Background: an optimization exercise with open tools, aiming at small area. Do not read the settings as production practice. The RTL was checked by simulation tests, not by an equivalence proof against the original design. No driver is modelled on the clock port, so clocking that relies on it looks cheaper here than on a real chip. Power figures rest on the tool's default switching activity, not on a simulated workload.

## red
==> flow/design.v <==
module fifo_rdec (
    input rst, rd,
    input [3:0] a,
    output [15:0] sel,
    output hold
);
    wire g;
    wire [3:0] an, lo_n, hi_n;
    fifo_nor2b g_g (.a(rst), .b_n(rd), .y(g));
    fifo_nor2  g_h (.a(rd), .b(rst), .y(hold));
    genvar k;
    generate for (k = 0; k < 4; k = k + 1) begin : inv
        fifo_inv g_i (.a(a[k]), .y(an[k]));
    end endgenerate
    generate for (k = 0; k < 4; k = k + 1) begin : pre
        fifo_nand3 g_lo (.a(g), .b(k & 1 ? a[0] : an[0]), .c(k & 2 ? a[1] : an[1]), .y(lo_n[k]));
        fifo_nand2 g_hi (.a(k & 1 ? a[2] : an[2]), .b(k & 2 ? a[3] : an[3]), .y(hi_n[k]));
    end endgenerate
    generate for (k = 0; k < 16; k = k + 1) begin : fin
        fifo_nor2 g_s (.a(lo_n[k % 4]), .b(hi_n[k / 4]), .y(sel[k]));
    end endgenerate
endmodule
module fifo_nor2 (input a, b, output y);
    assign y = ~(a | b);
endmodule
module fifo_aoi222 (input a0, b0, a1, b1, a2, b2, output y);
    assign y = ~((a0 & b0) | (a1 & b1) | (a2 & b2));
endmodule
module fifo_ao5 (input [4:0] y, input a0, b0, a1, b1, output x);
    wire c1, c;
    fifo_and4  g_c1 (.a(y[0]), .b(y[1]), .c(y[2]), .d(y[3]), .y(c1));
    fifo_nand2 g_c  (.a(c1), .b(y[4]), .y(c));
    fifo_a221o g_x  (.a1(a0), .a2(b0), .b1(a1), .b2(b1), .c1(c), .x(x));
endmodule
module fifo_ctl (
    input rst, wr_en, rd_en,
    input [4:0] p,
    output full, empty, wr, rd,
    output [4:0] pn
);
    wire n4, up, dn, rst_n;
    wire a2, a3, a4, z2, z3, z4;
    wire [4:0] t, x;
    assign empty = p[4];
    fifo_nand4 g_n4 (.a(p[0]), .b(p[1]), .c(p[2]), .d(p[3]), .y(n4));
    fifo_nor2  g_fl (.a(n4), .b(p[4]), .y(full));
    fifo_nor2b g_wr (.a(full), .b_n(wr_en), .y(wr));
    fifo_nor2b g_rd (.a(p[4]), .b_n(rd_en), .y(rd));
    fifo_nor2b g_up (.a(rd), .b_n(wr), .y(up));
    fifo_nor2b g_dn (.a(wr), .b_n(rd), .y(dn));
    fifo_inv   g_rn (.a(rst), .y(rst_n));
    fifo_and2  g_a2 (.a(p[0]), .b(p[1]), .y(a2));
    fifo_and3  g_a3 (.a(p[0]), .b(p[1]), .c(p[2]), .y(a3));
    fifo_inv   g_a4 (.a(n4), .y(a4));
    fifo_nor2  g_z2 (.a(p[0]), .b(p[1]), .y(z2));
    fifo_nor3  g_z3 (.a(p[0]), .b(p[1]), .c(p[2]), .y(z3));
    fifo_nor4  g_z4 (.a(p[0]), .b(p[1]), .c(p[2]), .d(p[3]), .y(z4));
    fifo_or2   g_t0 (.a(up), .b(dn), .y(t[0]));
    fifo_mux2  g_t1 (.s(p[0]), .a1(up), .a0(dn), .y(t[1]));
    fifo_ao22  g_t2 (.a0(up), .b0(a2), .a1(dn), .b1(z2), .y(t[2]));
    fifo_ao22  g_t3 (.a0(up), .b0(a3), .a1(dn), .b1(z3), .y(t[3]));
    fifo_ao22  g_t4 (.a0(up), .b0(a4), .a1(dn), .b1(z4), .y(t[4]));
    genvar k;
    generate for (k = 0; k < 5; k = k + 1) begin : nx
        fifo_xnor2 g_x (.a(p[k]), .b(t[k]), .y(x[k]));
        fifo_nand2 g_n (.a(rst_n), .b(x[k]), .y(pn[k]));
    end endgenerate
endmodule
module fifo_inv   (input a, output y);             assign y = ~a;                endmodule
module fifo_nand2 (input a, b, output y);          assign y = ~(a & b);          endmodule
module fifo_nand4 (input a, b, c, d, output y);    assign y = ~(a & b & c & d);  endmodule
module fifo_nor2b (input a, b_n, output y);        assign y = ~(a | ~b_n);       endmodule
module fifo_nor3  (input a, b, c, output y);       assign y = ~(a | b | c);      endmodule
module fifo_nor4  (input a, b, c, d, output y);    assign y = ~(a | b | c | d);  endmodule
module fifo_and2  (input a, b, output y);          assign y = a & b;             endmodule
module fifo_and3  (input a, b, c, output y);       assign y = a & b & c;         endmodule
module fifo_or2   (input a, b, output y);          assign y = a | b;             endmodule
module fifo_xnor2 (input a, b, output y);          assign y = ~(a ^ b);          endmodule
module fifo_mux2  (input s, a1, a0, output y);     assign y = s ? a1 : a0;       endmodule
module fifo_ao22  (input a0, b0, a1, b1, output y); assign y = (a0 & b0) | (a1 & b1); endmodule
module fifo_nand3 (input a, b, c, output y);       assign y = ~(a & b & c);      endmodule
module fifo_and4  (input a, b, c, d, output y);    assign y = a & b & c & d;     endmodule
module fifo_a221o (input a1, a2, b1, b2, c1, output x); assign x = (a1 & a2) | (b1 & b2) | c1; endmodule
module sync_fifo #(parameter width=8, depth=16, addr_size=4)(
    input [width-1:0] data_in,
    input rst, clk, rd_en, wr_en,
    output fifo_full, fifo_empty,
    output [width-1:0] data_out
);
reg [4:0] p;
reg [7:0] ram [0:15];
reg [7:0] dout;
wire wr, rd;
wire [4:0] pn;
fifo_ctl u_ctl (.rst(rst), .wr_en(wr_en), .rd_en(rd_en), .p(p),
    .full(fifo_full), .empty(fifo_empty), .wr(wr), .rd(rd), .pn(pn));
assign data_out = dout;
always @(posedge clk)
    p <= pn;
integer i;
always @(posedge clk) begin
    if (wr) begin
        ram[0] <= data_in;
        for (i = 1; i < 16; i = i + 1)
            ram[i] <= ram[i-1];
    end
end
wire [15:0] sel;
wire hold;
fifo_rdec u_dec (.rst(rst), .rd(rd), .a(p[3:0]), .sel(sel), .hold(hold));
genvar b;
generate for (b = 0; b < 8; b = b + 1) begin : bitslice
    wire [4:0] y;
    fifo_aoi222 u0 (.a0(sel[0]),  .b0(ram[0][b]),  .a1(sel[1]),  .b1(ram[1][b]),  .a2(sel[2]),  .b2(ram[2][b]),  .y(y[0]));
    fifo_aoi222 u1 (.a0(sel[3]),  .b0(ram[3][b]),  .a1(sel[4]),  .b1(ram[4][b]),  .a2(sel[5]),  .b2(ram[5][b]),  .y(y[1]));
    fifo_aoi222 u2 (.a0(sel[6]),  .b0(ram[6][b]),  .a1(sel[7]),  .b1(ram[7][b]),  .a2(sel[8]),  .b2(ram[8][b]),  .y(y[2]));
    fifo_aoi222 u3 (.a0(sel[9]),  .b0(ram[9][b]),  .a1(sel[10]), .b1(ram[10][b]), .a2(sel[11]), .b2(ram[11][b]), .y(y[3]));
    fifo_aoi222 u4 (.a0(sel[12]), .b0(ram[12][b]), .a1(sel[13]), .b1(ram[13][b]), .a2(sel[14]), .b2(ram[14][b]), .y(y[4]));
    wire d;
    fifo_ao5 u5 (.y(y[4:0]), .a0(sel[15]), .b0(ram[15][b]), .a1(hold), .b1(dout[b]), .x(d));
    always @(posedge clk)
        dout[b] <= d;
end endgenerate
endmodule
clock: 4.0 ns
lec_check: 0
cap_margin: 20
core_margin: 2
core_utilization: 40
slew_margin: 20
synth_hierarchical: 1
standard.sh (not shown) runs the stock make flow with config.mk's settings and CLKGATE_MAP_FILE= SYNTH_SCRIPT=/design/flow/synth_recipe.tcl, a recipe that flattens the netlist after the stock synthesis.
==> flow/flow/run.sh <==
#!/bin/bash
# Standard ORFS layout, except: clock tree without dummy loads (they only
# balance skew between tree branches), and port buffers of the smallest size.
set -euo pipefail
export CTS_ARGS="-sink_clustering_enable -repair_clock_nets -dont_use_dummy_load -buf_list sky130_fd_sc_hd__clkbuf_4"
export BUFFER_PORTS_ARGS="-buffer_cell sky130_fd_sc_hd__buf_1"
export POST_FLOORPLAN_TCL="$PWD/flow/downsize.tcl"
export POST_CTS_TCL="$PWD/flow/postcts.tcl"
bash standard.sh finish > standard.log 2>&1
==> flow/flow/downsize.tcl <==
# After floorplan: every combinational cell that synthesis sized above drive
# strength 1 goes back to its _1 variant; the placement and routing repairs
# later upsize or buffer whatever then needs it for slew, load or timing.
set n 0
foreach inst [get_cells *] {
  set ref [get_property $inst ref_name]
  if { ![regexp {^(sky130_fd_sc_hd__[a-z0-9]+)_([0-9]+)$} $ref -> base drive] } { continue }
  if { $drive <= 1 } { continue }
  if { [regexp {__(df|dl|sdf|edf|sedf|clk|tap|fill|conb|dly|lpflow|probe)} $base] } { continue }
  if { [get_lib_cells -quiet */${base}_1] eq "" } { continue }
  replace_cell [get_full_name $inst] ${base}_1
  incr n
}
puts "downsize: $n cells set to drive strength 1"
==> flow/flow/postcts.tcl <==
# After CTS: a clkbuf_4 leaf whose sinks see a slow clock edge is swapped for
# a clkbuf_8, then the placement is legalised again.
estimate_parasitics -placement
set n 0
foreach inst [get_cells clkbuf_*] {
  if { [get_property $inst ref_name] ne "sky130_fd_sc_hd__clkbuf_4" } { continue }
  set net [get_nets -of_objects [get_pins [get_full_name $inst]/X]]
  set worst 0
  foreach l [get_pins -of_objects $net -filter "direction==input"] {
    set s [get_property $l slew_max]
    if { $s > $worst } { set worst $s }
  }
  if { $worst > 0.115 } {
    replace_cell $inst sky130_fd_sc_hd__clkbuf_8
    incr n
  }
}
puts "post-cts: upsized $n clock buffers"
if { $n > 0 } {
  detailed_placement
  estimate_parasitics -placement
}
Input changes introduced in blue (baseline for comparison: red):
==> flow/design.v, changed modules only <==
module fifo_nand6 (input [5:0] y, output x);
    wire c;
    fifo_and4  g_c (.a(y[0]), .b(y[1]), .c(y[2]), .d(y[3]), .y(c));
    fifo_nand3 g_x (.a(c), .b(y[4]), .c(y[5]), .y(x));
endmodule
module fifo_aoi22 (input a0, b0, a1, b1, output y);
    assign y = ~((a0 & b0) | (a1 & b1));
endmodule
module fifo_ctl (
    input rst, wr_en, rd_en,
    input [4:0] p,
    output full, empty, wr, rd,
    output [4:0] pn
);
    wire n4, rst_n;
    wire t0, t1_n, t2, t3_n, t4;
    wire x0, x1_n, x2, x3_n;
    wire [4:0] y;
    assign empty = p[4];
    fifo_nand4 g_n4 (.a(p[0]), .b(p[1]), .c(p[2]), .d(p[3]), .y(n4));
    fifo_nor2  g_fl (.a(n4), .b(p[4]), .y(full));
    fifo_nor2b g_wr (.a(full), .b_n(wr_en), .y(wr));
    fifo_nor2b g_rd (.a(p[4]), .b_n(rd_en), .y(rd));
    fifo_inv   g_rn (.a(rst), .y(rst_n));
    fifo_xor2  g_t0 (.a(wr), .b(rd), .y(t0));
    fifo_xor2  g_x0 (.a(p[0]), .b(rd), .y(x0));
    fifo_nand2 g_t1 (.a(t0), .b(x0), .y(t1_n));
    fifo_xnor2 g_x1 (.a(p[1]), .b(rd), .y(x1_n));
    fifo_nor2  g_t2 (.a(t1_n), .b(x1_n), .y(t2));
    fifo_xor2  g_x2 (.a(p[2]), .b(rd), .y(x2));
    fifo_nand2 g_t3 (.a(t2), .b(x2), .y(t3_n));
    fifo_xnor2 g_x3 (.a(p[3]), .b(rd), .y(x3_n));
    fifo_nor2  g_t4 (.a(t3_n), .b(x3_n), .y(t4));
    fifo_xnor2 g_y0 (.a(p[0]), .b(t0),   .y(y[0]));
    fifo_xor2  g_y1 (.a(p[1]), .b(t1_n), .y(y[1]));
    fifo_xnor2 g_y2 (.a(p[2]), .b(t2),   .y(y[2]));
    fifo_xor2  g_y3 (.a(p[3]), .b(t3_n), .y(y[3]));
    fifo_xnor2 g_y4 (.a(p[4]), .b(t4),   .y(y[4]));
    genvar k;
    generate for (k = 0; k < 5; k = k + 1) begin : nx
        fifo_nand2 g_n (.a(rst_n), .b(y[k]), .y(pn[k]));
    end endgenerate
endmodule
module fifo_xor2  (input a, b, output y);          assign y = a ^ b;             endmodule
module sync_fifo #(parameter width=8, depth=16, addr_size=4)(
    input [width-1:0] data_in,
    input rst, clk, rd_en, wr_en,
    output fifo_full, fifo_empty,
    output [width-1:0] data_out
);
reg [4:0] p;
reg [7:0] ram [0:15];
reg [7:0] dout;
wire wr, rd;
wire [4:0] pn;
fifo_ctl u_ctl (.rst(rst), .wr_en(wr_en), .rd_en(rd_en), .p(p),
    .full(fifo_full), .empty(fifo_empty), .wr(wr), .rd(rd), .pn(pn));
assign data_out = dout;
always @(posedge clk)
    p <= pn;
integer i;
always @(posedge clk) begin
    if (wr) begin
        ram[0] <= data_in;
        for (i = 1; i < 16; i = i + 1)
            ram[i] <= ram[i-1];
    end
end
wire [15:0] sel;
wire hold;
fifo_rdec u_dec (.rst(rst), .rd(rd), .a(p[3:0]), .sel(sel), .hold(hold));
genvar b;
generate for (b = 0; b < 8; b = b + 1) begin : bitslice
    wire [5:0] y;
    fifo_aoi222 u0 (.a0(sel[0]),  .b0(ram[0][b]),  .a1(sel[1]),  .b1(ram[1][b]),  .a2(sel[2]),  .b2(ram[2][b]),  .y(y[0]));
    fifo_aoi222 u1 (.a0(sel[3]),  .b0(ram[3][b]),  .a1(sel[4]),  .b1(ram[4][b]),  .a2(sel[5]),  .b2(ram[5][b]),  .y(y[1]));
    fifo_aoi222 u2 (.a0(sel[6]),  .b0(ram[6][b]),  .a1(sel[7]),  .b1(ram[7][b]),  .a2(sel[8]),  .b2(ram[8][b]),  .y(y[2]));
    fifo_aoi222 u3 (.a0(sel[9]),  .b0(ram[9][b]),  .a1(sel[10]), .b1(ram[10][b]), .a2(sel[11]), .b2(ram[11][b]), .y(y[3]));
    fifo_aoi222 u4 (.a0(sel[12]), .b0(ram[12][b]), .a1(sel[13]), .b1(ram[13][b]), .a2(sel[14]), .b2(ram[14][b]), .y(y[4]));
    fifo_aoi22  u5 (.a0(sel[15]), .b0(ram[15][b]), .a1(hold), .b1(dout[b]), .y(y[5]));
    wire d;
    fifo_nand6  u6 (.y(y), .x(d));
    always @(posedge clk)
        dout[b] <= d;
end endgenerate
endmodule
// module fifo_ao5 removed
// module fifo_a221o removed
## What came out
- blue reached the final stage; the timing, design-rule and antenna checks on its layout passed.
- On worst hold slack, red tracks blue almost exactly.
- blue vs red, worst setup path endpoint: dout[5] vs dout[3]
- Sort red and blue by portion of the clock cycle consumed by the worst path in the final layout, descending, and blue comes first.
- Going from red to blue, critical path depth fell by 1, synthesized cell count fell by 1.5%, post-synthesis share of cell area spent on and, or, nand and nor gates fell by 0.91 points, total met3 wirelength after detailed routing rose by about 23%.

========
## before
sync_fifo, a different RTL version from the one above (not shown whole).
==> module fifo_ctl, before the edit <==
module fifo_ctl (
    input rst, wr_en, rd_en,
    input [4:0] p,
    output full, empty, wr, rd,
    output [4:0] pn
);
    wire n4, up, dn, rst_n;
    wire t0, t1_n, t2, t3_n, t4;
    wire x0, x1_n, x2, x3_n;
    wire [4:0] y;
    assign empty = p[4];
    fifo_nand4 g_n4 (.a(p[0]), .b(p[1]), .c(p[2]), .d(p[3]), .y(n4));
    fifo_nor2  g_fl (.a(n4), .b(p[4]), .y(full));
    fifo_nor2b g_wr (.a(full), .b_n(wr_en), .y(wr));
    fifo_nor2b g_rd (.a(p[4]), .b_n(rd_en), .y(rd));
    fifo_nor2b g_up (.a(rd), .b_n(wr), .y(up));
    fifo_nor2b g_dn (.a(wr), .b_n(rd), .y(dn));
    fifo_inv   g_rn (.a(rst), .y(rst_n));
    fifo_or2   g_t0 (.a(up), .b(dn), .y(t0));
    fifo_xor2  g_x0 (.a(p[0]), .b(dn), .y(x0));
    fifo_nand2 g_t1 (.a(t0), .b(x0), .y(t1_n));
    fifo_xnor2 g_x1 (.a(p[1]), .b(dn), .y(x1_n));
    fifo_nor2  g_t2 (.a(t1_n), .b(x1_n), .y(t2));
    fifo_xor2  g_x2 (.a(p[2]), .b(dn), .y(x2));
    fifo_nand2 g_t3 (.a(t2), .b(x2), .y(t3_n));
    fifo_xnor2 g_x3 (.a(p[3]), .b(dn), .y(x3_n));
    fifo_nor2  g_t4 (.a(t3_n), .b(x3_n), .y(t4));
    fifo_xnor2 g_y0 (.a(p[0]), .b(t0),   .y(y[0]));
    fifo_xor2  g_y1 (.a(p[1]), .b(t1_n), .y(y[1]));
    fifo_xnor2 g_y2 (.a(p[2]), .b(t2),   .y(y[2]));
    fifo_xor2  g_y3 (.a(p[3]), .b(t3_n), .y(y[3]));
    fifo_xnor2 g_y4 (.a(p[4]), .b(t4),   .y(y[4]));
    genvar k;
    generate for (k = 0; k < 5; k = k + 1) begin : nx
        fifo_nand2 g_n (.a(rst_n), .b(y[k]), .y(pn[k]));
    end endgenerate
endmodule
==> module fifo_xor2, before the edit <==
module fifo_xor2  (input a, b, output y);          assign y = a ^ b;             endmodule
==> flow/config.mk <==
export PLATFORM = sky130hd
export DESIGN_NAME = sync_fifo
export DESIGN_NICKNAME = sync_fifo
export VERILOG_FILES = /design/flow/design.v
export SDC_FILE = /design/flow/constraint.sdc
export NUM_CORES = 4
export LEC_CHECK = 0
export CAP_MARGIN = 20
export CORE_MARGIN = 2
export CORE_UTILIZATION = 40
export SLEW_MARGIN = 20
export SYNTH_HIERARCHICAL = 1
==> flow/constraint.sdc <==
create_clock -name core_clock -period 4.0 [get_ports {clk}]
set_input_delay 0.8000 -clock core_clock [delete_from_list [all_inputs] [get_ports {clk}]]
set_output_delay 0.8000 -clock core_clock [all_outputs]
set_load 0.01 [all_outputs]
Scripts as last shown in full above: flow/flow/run.sh, flow/flow/downsize.tcl, flow/flow/postcts.tcl
Changes in after relative to before:
diff --git a/flow/design.v b/flow/design.v
--- a/flow/design.v
+++ b/flow/design.v
@@ -39,38 +39,35 @@
     input [4:0] p,
     output full, empty, wr, rd,
     output [4:0] pn
 );
     wire n4, up, dn, rst_n;
-    wire t0, t1_n, t2, t3_n, t4;
-    wire x0, x1_n, x2, x3_n;
-    wire [4:0] y;
+    wire a2, a3, a4, z2, z3, z4;
+    wire [4:0] t, x;
     assign empty = p[4];
     fifo_nand4 g_n4 (.a(p[0]), .b(p[1]), .c(p[2]), .d(p[3]), .y(n4));
     fifo_nor2  g_fl (.a(n4), .b(p[4]), .y(full));
     fifo_nor2b g_wr (.a(full), .b_n(wr_en), .y(wr));
     fifo_nor2b g_rd (.a(p[4]), .b_n(rd_en), .y(rd));
     fifo_nor2b g_up (.a(rd), .b_n(wr), .y(up));
     fifo_nor2b g_dn (.a(wr), .b_n(rd), .y(dn));
     fifo_inv   g_rn (.a(rst), .y(rst_n));
-    fifo_or2   g_t0 (.a(up), .b(dn), .y(t0));
-    fifo_xor2  g_x0 (.a(p[0]), .b(dn), .y(x0));
-    fifo_nand2 g_t1 (.a(t0), .b(x0), .y(t1_n));
-    fifo_xnor2 g_x1 (.a(p[1]), .b(dn), .y(x1_n));
-    fifo_nor2  g_t2 (.a(t1_n), .b(x1_n), .y(t2));
-    fifo_xor2  g_x2 (.a(p[2]), .b(dn), .y(x2));
-    fifo_nand2 g_t3 (.a(t2), .b(x2), .y(t3_n));
-    fifo_xnor2 g_x3 (.a(p[3]), .b(dn), .y(x3_n));
-    fifo_nor2  g_t4 (.a(t3_n), .b(x3_n), .y(t4));
-    fifo_xnor2 g_y0 (.a(p[0]), .b(t0),   .y(y[0]));
-    fifo_xor2  g_y1 (.a(p[1]), .b(t1_n), .y(y[1]));
-    fifo_xnor2 g_y2 (.a(p[2]), .b(t2),   .y(y[2]));
-    fifo_xor2  g_y3 (.a(p[3]), .b(t3_n), .y(y[3]));
-    fifo_xnor2 g_y4 (.a(p[4]), .b(t4),   .y(y[4]));
+    fifo_and2  g_a2 (.a(p[0]), .b(p[1]), .y(a2));
+    fifo_and3  g_a3 (.a(p[0]), .b(p[1]), .c(p[2]), .y(a3));
+    fifo_inv   g_a4 (.a(n4), .y(a4));
+    fifo_nor2  g_z2 (.a(p[0]), .b(p[1]), .y(z2));
+    fifo_nor3  g_z3 (.a(p[0]), .b(p[1]), .c(p[2]), .y(z3));
+    fifo_nor4  g_z4 (.a(p[0]), .b(p[1]), .c(p[2]), .d(p[3]), .y(z4));
+    fifo_or2   g_t0 (.a(up), .b(dn), .y(t[0]));
+    fifo_mux2  g_t1 (.s(p[0]), .a1(up), .a0(dn), .y(t[1]));
+    fifo_ao22  g_t2 (.a0(up), .b0(a2), .a1(dn), .b1(z2), .y(t[2]));
+    fifo_ao22  g_t3 (.a0(up), .b0(a3), .a1(dn), .b1(z3), .y(t[3]));
+    fifo_ao22  g_t4 (.a0(up), .b0(a4), .a1(dn), .b1(z4), .y(t[4]));
     genvar k;
     generate for (k = 0; k < 5; k = k + 1) begin : nx
-        fifo_nand2 g_n (.a(rst_n), .b(y[k]), .y(pn[k]));
+        fifo_xnor2 g_x (.a(p[k]), .b(t[k]), .y(x[k]));
+        fifo_nand2 g_n (.a(rst_n), .b(x[k]), .y(pn[k]));
     end endgenerate
 endmodule
 module fifo_inv   (input a, output y);             assign y = ~a;                endmodule
 module fifo_nand2 (input a, b, output y);          assign y = ~(a & b);          endmodule
 module fifo_nand4 (input a, b, c, d, output y);    assign y = ~(a & b & c & d);  endmodule
@@ -83,11 +80,10 @@
 module fifo_xnor2 (input a, b, output y);          assign y = ~(a ^ b);          endmodule
 module fifo_mux2  (input s, a1, a0, output y);     assign y = s ? a1 : a0;       endmodule
 module fifo_ao22  (input a0, b0, a1, b1, output y); assign y = (a0 & b0) | (a1 & b1); endmodule
 module fifo_nand3 (input a, b, c, output y);       assign y = ~(a & b & c);      endmodule
 module fifo_and4  (input a, b, c, d, output y);    assign y = a & b & c & d;     endmodule
-module fifo_xor2  (input a, b, output y);          assign y = a ^ b;             endmodule
 module sync_fifo #(parameter width=8, depth=16, addr_size=4)(
     input [width-1:0] data_in,
     input rst, clk, rd_en, wr_en,
     output fifo_full, fifo_empty,
     output [width-1:0] data_out
--- outcome ---
Initial core utilization | after below before. Of after and before, the lower fraction of area in multi-input gates belongs to before. before → after: sequential power share went up 0.5 points; wire length per cell went down. Top achievable clock speed deteriorates in after relative to before. Design area, after and before: lower on before. Across both runs, global-route usage was lower for after than for before. after against before; summed instance area of the synthesized netlist is up slightly. Against before, after reports a post-placement worst setup slack that is lower. Taking before as the reference, in after final worst slack moved down; clock power moved up.

-- static timing again, ports no longer ideal --
The flow's constraints put no driver on any port. The routed layouts listed below were extracted and timed again, unchanged, in two steps.
Step 1 assumes that a clkbuf_16 drives the clock port and a buf_2 every other input.
Step 2 moves the port delays by t, midway between the first and last clock arrival at a register: inputs arrive t later, outputs are due t later. That takes back most of the time a late clock gives input paths.
Slacks: no drivers / after step 1 / after step 2; pairs: no drivers / after step 1.
run | t (ns) | setup WS [ns] | hold slack, ns | worst slew at a driven data input, ns | cell pins on the clock port's net
red | 0.420 | 1.498 / 1.507 / 1.087 | 0.436 / 0.436 / 0.436 | 0.03 | 1
blue | 0.419 | 1.309 / 1.320 / 0.901 | 0.438 / 0.438 / 0.438 | 0.03 | 1
before | 0.420 | 1.553 / 1.553 / 1.208 | 0.417 / 0.417 / 0.417 | 0.03 | 1
after | 0.424 | 1.516 / 1.527 / 1.103 | 0.424 / 0.424 / 0.424 | 0.03 | 1
After both steps every run listed still meets setup and hold. For after, which loses most, drivers alone change the setup slack by +0.011 ns; drivers and shift together by -0.413 ns.
